This design comes from an exercise in tuning for small area, a short achievable clock period and few clock cycles per item on the open sky130 flow, not from production work. Where RTL was checked, it was by simulation tests only, not by an equivalence proof against the original. No activity file was given, so power comes from the tool's default toggle rates.

Setup of before:
// alu
module alu #(
    parameter INST_W = 4,
    parameter INT_W  = 6,
    parameter FRAC_W = 10,
    parameter DATA_W = INT_W + FRAC_W
)(
    input                      i_clk,
    input                      i_rst_n,
    input                      i_in_valid,
    output                     o_busy,
    input         [INST_W-1:0] i_inst,
    input  signed [DATA_W-1:0] i_data_a,
    input  signed [DATA_W-1:0] i_data_b,
    output                     o_out_valid,
    output        [DATA_W-1:0] o_data
);
integer i;
reg        busy_q;
reg        v1;
reg [15:0] a1, b1;
reg [15:0] asel1;      
reg [7:0]  enc_one, enc_two, enc_neg;
reg [1:0]  icode;      
reg [1:0]  kind1;      
reg        sub1, rot1;                       
reg        op_as1, op_xor1, op_sh1, op_clz1;  
wire sp_c1 = (i_data_a[15:11] == 5'b00000);             
wire sp_c5 = !i_data_a[15] && !sp_c1;                   
wire sp_c2 = (i_data_a[15:10] == 6'b111111);            
wire sp_c3 = (i_data_a[15:10] == 6'b111110);            
wire sp_c4 = (i_data_a[15:10] == 6'b111101);            
wire [15:0] sp_k = sp_c1 ? 16'd10922 :
                   sp_c2 ? 16'd5461  :
                   sp_c3 ? 16'd3641  :
                   sp_c4 ? 16'd1820  :
                   sp_c5 ? 16'd16384 : 16'd0;
wire        in_sp = (i_inst == 4'd4);
wire [15:0] op_b = in_sp ? sp_k : i_data_b;
wire [16:0] op_bx = {op_b, 1'b0};
wire        take = i_in_valid && !busy_q;
assign o_busy = busy_q;
always @(posedge i_clk or negedge i_rst_n) begin
    if (!i_rst_n) begin
        busy_q <= 1'b1;
        v1     <= 1'b0;
    end else begin
        busy_q <= 1'b0;
        v1     <= take;
    end
end
always @(posedge i_clk) begin
    a1    <= i_data_a;
    b1    <= op_b;
    for (i = 0; i < 16; i = i + 1)
        asel1[i] <= take && (i_inst == 4'd3) && (i_data_a[3:0] == i);
  ...
Size in the first run: ~57 I/O pins, ~28000 um^2 of cells after synthesis.
==> flow/config.mk <==
export PLATFORM = sky130hd
export DESIGN_NAME = alu
export DESIGN_NICKNAME = alu
export VERILOG_FILES = /design/flow/design.v
export SDC_FILE = /design/flow/constraint.sdc
export NUM_CORES = 4
export LEC_CHECK = 0
export CAP_MARGIN = 20
export CORE_MARGIN = 2
export CORE_UTILIZATION = 40
export SLEW_MARGIN = 20
export SETUP_SLACK_MARGIN = 7
export TNS_END_PERCENT = 10
export BUFFER_PORTS_ARGS = -buffer_cell sky130_fd_sc_hd__buf_2
export CTS_ARGS = -sink_clustering_enable -repair_clock_nets -dont_use_dummy_load
==> flow/constraint.sdc <==
create_clock -name core_clock -period 10.0 [get_ports {i_clk}]
set_input_delay 2.0000 -clock core_clock [delete_from_list [all_inputs] [get_ports {i_clk}]]
set_output_delay 2.0000 -clock core_clock [all_outputs]
set_load 0.01 [all_outputs]
standard.sh (not shown) runs the stock make flow with config.mk's settings and CLKGATE_MAP_FILE= SYNTH_SCRIPT=/design/flow/synth_recipe.tcl, a recipe that flattens the netlist after the stock synthesis.
==> flow/flow/run.sh <==
#!/bin/bash
cd "$(dirname "$0")/.."
cat >> config.mk <<'EOC'
export SETUP_SLACK_MARGIN = 7
export TNS_END_PERCENT = 10
export BUFFER_PORTS_ARGS = -buffer_cell sky130_fd_sc_hd__buf_2
export CTS_ARGS = -sink_clustering_enable -repair_clock_nets -dont_use_dummy_load
EOC
bash standard.sh > standard.log 2>&1
Changes in after relative to before:
Settings: swapping -sink_clustering_enable -repair_clock_nets -dont_use_dummy_load for -sink_clustering_enable -repair_clock_nets -dont_use_dummy_load -sink_clustering_size 22 -sink_clustering_max_diameter 120 in CTS_ARGS; swapping 7 for 6.3 in SETUP_SLACK_MARGIN.
==> flow/flow/run.sh <==
#!/bin/bash
cd "$(dirname "$0")/.."
cat >> config.mk <<'EOC'
export TNS_END_PERCENT = 10
export BUFFER_PORTS_ARGS = -buffer_cell sky130_fd_sc_hd__buf_2
export CTS_ARGS = -sink_clustering_enable -repair_clock_nets -dont_use_dummy_load -sink_clustering_size 22 -sink_clustering_max_diameter 120
EOC
cp config.mk config_cts.mk
echo "export SETUP_SLACK_MARGIN = 7" >> config.mk
bash standard.sh cts > standard_cts.log 2>&1
cp config_cts.mk config.mk
echo "export SETUP_SLACK_MARGIN = 6.3" >> config.mk
bash standard.sh finish > standard.log 2>&1
## What came out
Compared with before, number of vias after detailed routing in after decreased by a few percent. The total inserted antenna cells of after falls short of that of before by 1. Taking before as the reference point, the first-pass GRT wire length of after falls by about 1.5%. The global-route usage of after falls short of that of before by 0.35 points. Comparing after and before, the lower cell area is on after.
No run of this note included a check of the RTL's function; only the layout flow was run.

* * *

Setup of v35:
Another version of the RTL of alu (not shown whole).
Size: ~2400 cells after synthesis, ~520 flip-flops, about 0.028 sq mm of cells after synthesis.
clock: 10.0 ns
lec_check: 0
cap_margin: 20
core_margin: 2
core_utilization: 40
slew_margin: 20
setup_slack_margin: 7
tns_end_percent: 10
==> flow/flow/run.sh <==
#!/bin/bash
cd "$(dirname "$0")/.."
echo "export SETUP_SLACK_MARGIN = 7" >> config.mk
echo "export TNS_END_PERCENT = 10" >> config.mk
bash standard.sh > standard.log 2>&1
Every stage of the flow completed for v35, and the final layout passed the timing, design-rule and antenna checks.
Testbench counts of v35, summed over its fixed seeds: cycles 3,224, items 3,200.
Inputs modified between v35 and v56:
- swapping 7 for 6.3 in SETUP_SLACK_MARGIN
- putting CTS_ARGS at -sink_clustering_enable -repair_clock_nets -dont_use_dummy_load -sink_clustering_size 22 -sink_clustering_max_diameter 120 where nothing was set
- putting BUFFER_PORTS_ARGS at -buffer_cell sky130_fd_sc_hd__buf_2 where nothing was set
==> flow/flow/run.sh <==
#!/bin/bash
cd "$(dirname "$0")/.."
cat >> config.mk <<'EOC'
export TNS_END_PERCENT = 10
export BUFFER_PORTS_ARGS = -buffer_cell sky130_fd_sc_hd__buf_2
export CTS_ARGS = -sink_clustering_enable -repair_clock_nets -dont_use_dummy_load -sink_clustering_size 22 -sink_clustering_max_diameter 120
EOC
cp config.mk config_cts.mk
echo "export SETUP_SLACK_MARGIN = 7" >> config.mk
bash standard.sh cts > standard_cts.log 2>&1
cp config_cts.mk config.mk
echo "export SETUP_SLACK_MARGIN = 6.3" >> config.mk
bash standard.sh finish > standard.log 2>&1
==> run notes <==
- Slowest library cell on the worst path: o41a_1 -> v35, fa_1 -> v56
- Compared with v35, in v56 count of flip-flops and latches essentially unchanged, all-layer global routing usage decreased 0.38 points, sum of net half-perimeters after detailed placement increased about 1.4%.
Input changes introduced in v10 (baseline for comparison: v56):
- changing SETUP_SLACK_MARGIN from 6.3 to 7
==> flow/flow/run.sh <==
#!/bin/bash
cd "$(dirname "$0")/.."
cat >> config.mk <<'EOC'
export SETUP_SLACK_MARGIN = 7
export TNS_END_PERCENT = 10
export BUFFER_PORTS_ARGS = -buffer_cell sky130_fd_sc_hd__buf_2
export CTS_ARGS = -sink_clustering_enable -repair_clock_nets -dont_use_dummy_load -sink_clustering_size 22 -sink_clustering_max_diameter 120
EOC
bash standard.sh > standard.log 2>&1
--- outcome ---
Higher worst slew margin relative to its limit goes to v56 over v10. Changes observed in v10 relative to v56: combinational share of power rose by 0.2 points; count of inverters not on the clock network in the layout stayed essentially flat; fmax rose by 0.87%; maximum resistive drop on vdd stayed essentially flat.
--- input diff v10..v27 ---
- swapping 7 for 5.8 in SETUP_SLACK_MARGIN
--- a/flow/flow/run.sh
+++ b/flow/flow/run.sh
@@ -3,3 +3,2 @@
 cat >> config.mk <<'EOC'
-export SETUP_SLACK_MARGIN = 7
 export TNS_END_PERCENT = 10
@@ -8,2 +7,7 @@
 EOC
-bash standard.sh > standard.log 2>&1
+cp config.mk config_cts.mk
+echo "export SETUP_SLACK_MARGIN = 6.0" >> config.mk
+bash standard.sh cts > standard_cts.log 2>&1
+cp config_cts.mk config.mk
+echo "export SETUP_SLACK_MARGIN = 5.8" >> config.mk
+bash standard.sh finish > standard.log 2>&1
Results
Going from v10 to v27, final-layout non-clock buffer area share shrank by 3.7 points; power moved down; final worst setup slack -0.63 ns; multi-input gate share of total cell area saw an increase.
v27 vs v10: post-route clock period utilization up
Looking at top layer used by detailed routing, the met4 result is from v10; the met5 one comes from v27.

==> static timing again, ports no longer ideal <==
No port has a modelled driver above. Below, the same layouts with a new extraction and two added sets of constraints. Step 1 (the two cells are an assumption about what drives the block):
set clk [get_ports {i_clk}]
set_driving_cell -lib_cell sky130_fd_sc_hd__clkbuf_16 $clk
set_driving_cell -lib_cell sky130_fd_sc_hd__buf_2 [delete_from_list [all_inputs] $clk]
Step 2 also shifts input and output timing later by t, the mid clock arrival at the registers, as if the neighbouring blocks saw the same clock. Three values: no drivers, after step 1, after step 2; two values: the first two.
run	shift t [ns]	setup slack, ns	worst setup path at the end
before	0.673	6.588 / 6.588 / 5.994	input to register
after	0.654	6.560 / 6.560 / 6.016	input to register
v35	0.682	6.536 / 6.536 / 5.983	input to register
v56	0.653	6.508 / 6.508 / 5.918	input to register
v10	0.652	6.538 / 6.573 / 5.926	input to register
v27	0.653	5.911 / 5.911 / 5.562	input to register
After both steps setup and hold are still met in every run listed. The setup slack of v10, which loses most, moves by +0.035 ns with the drivers and by -0.612 ns with both steps.
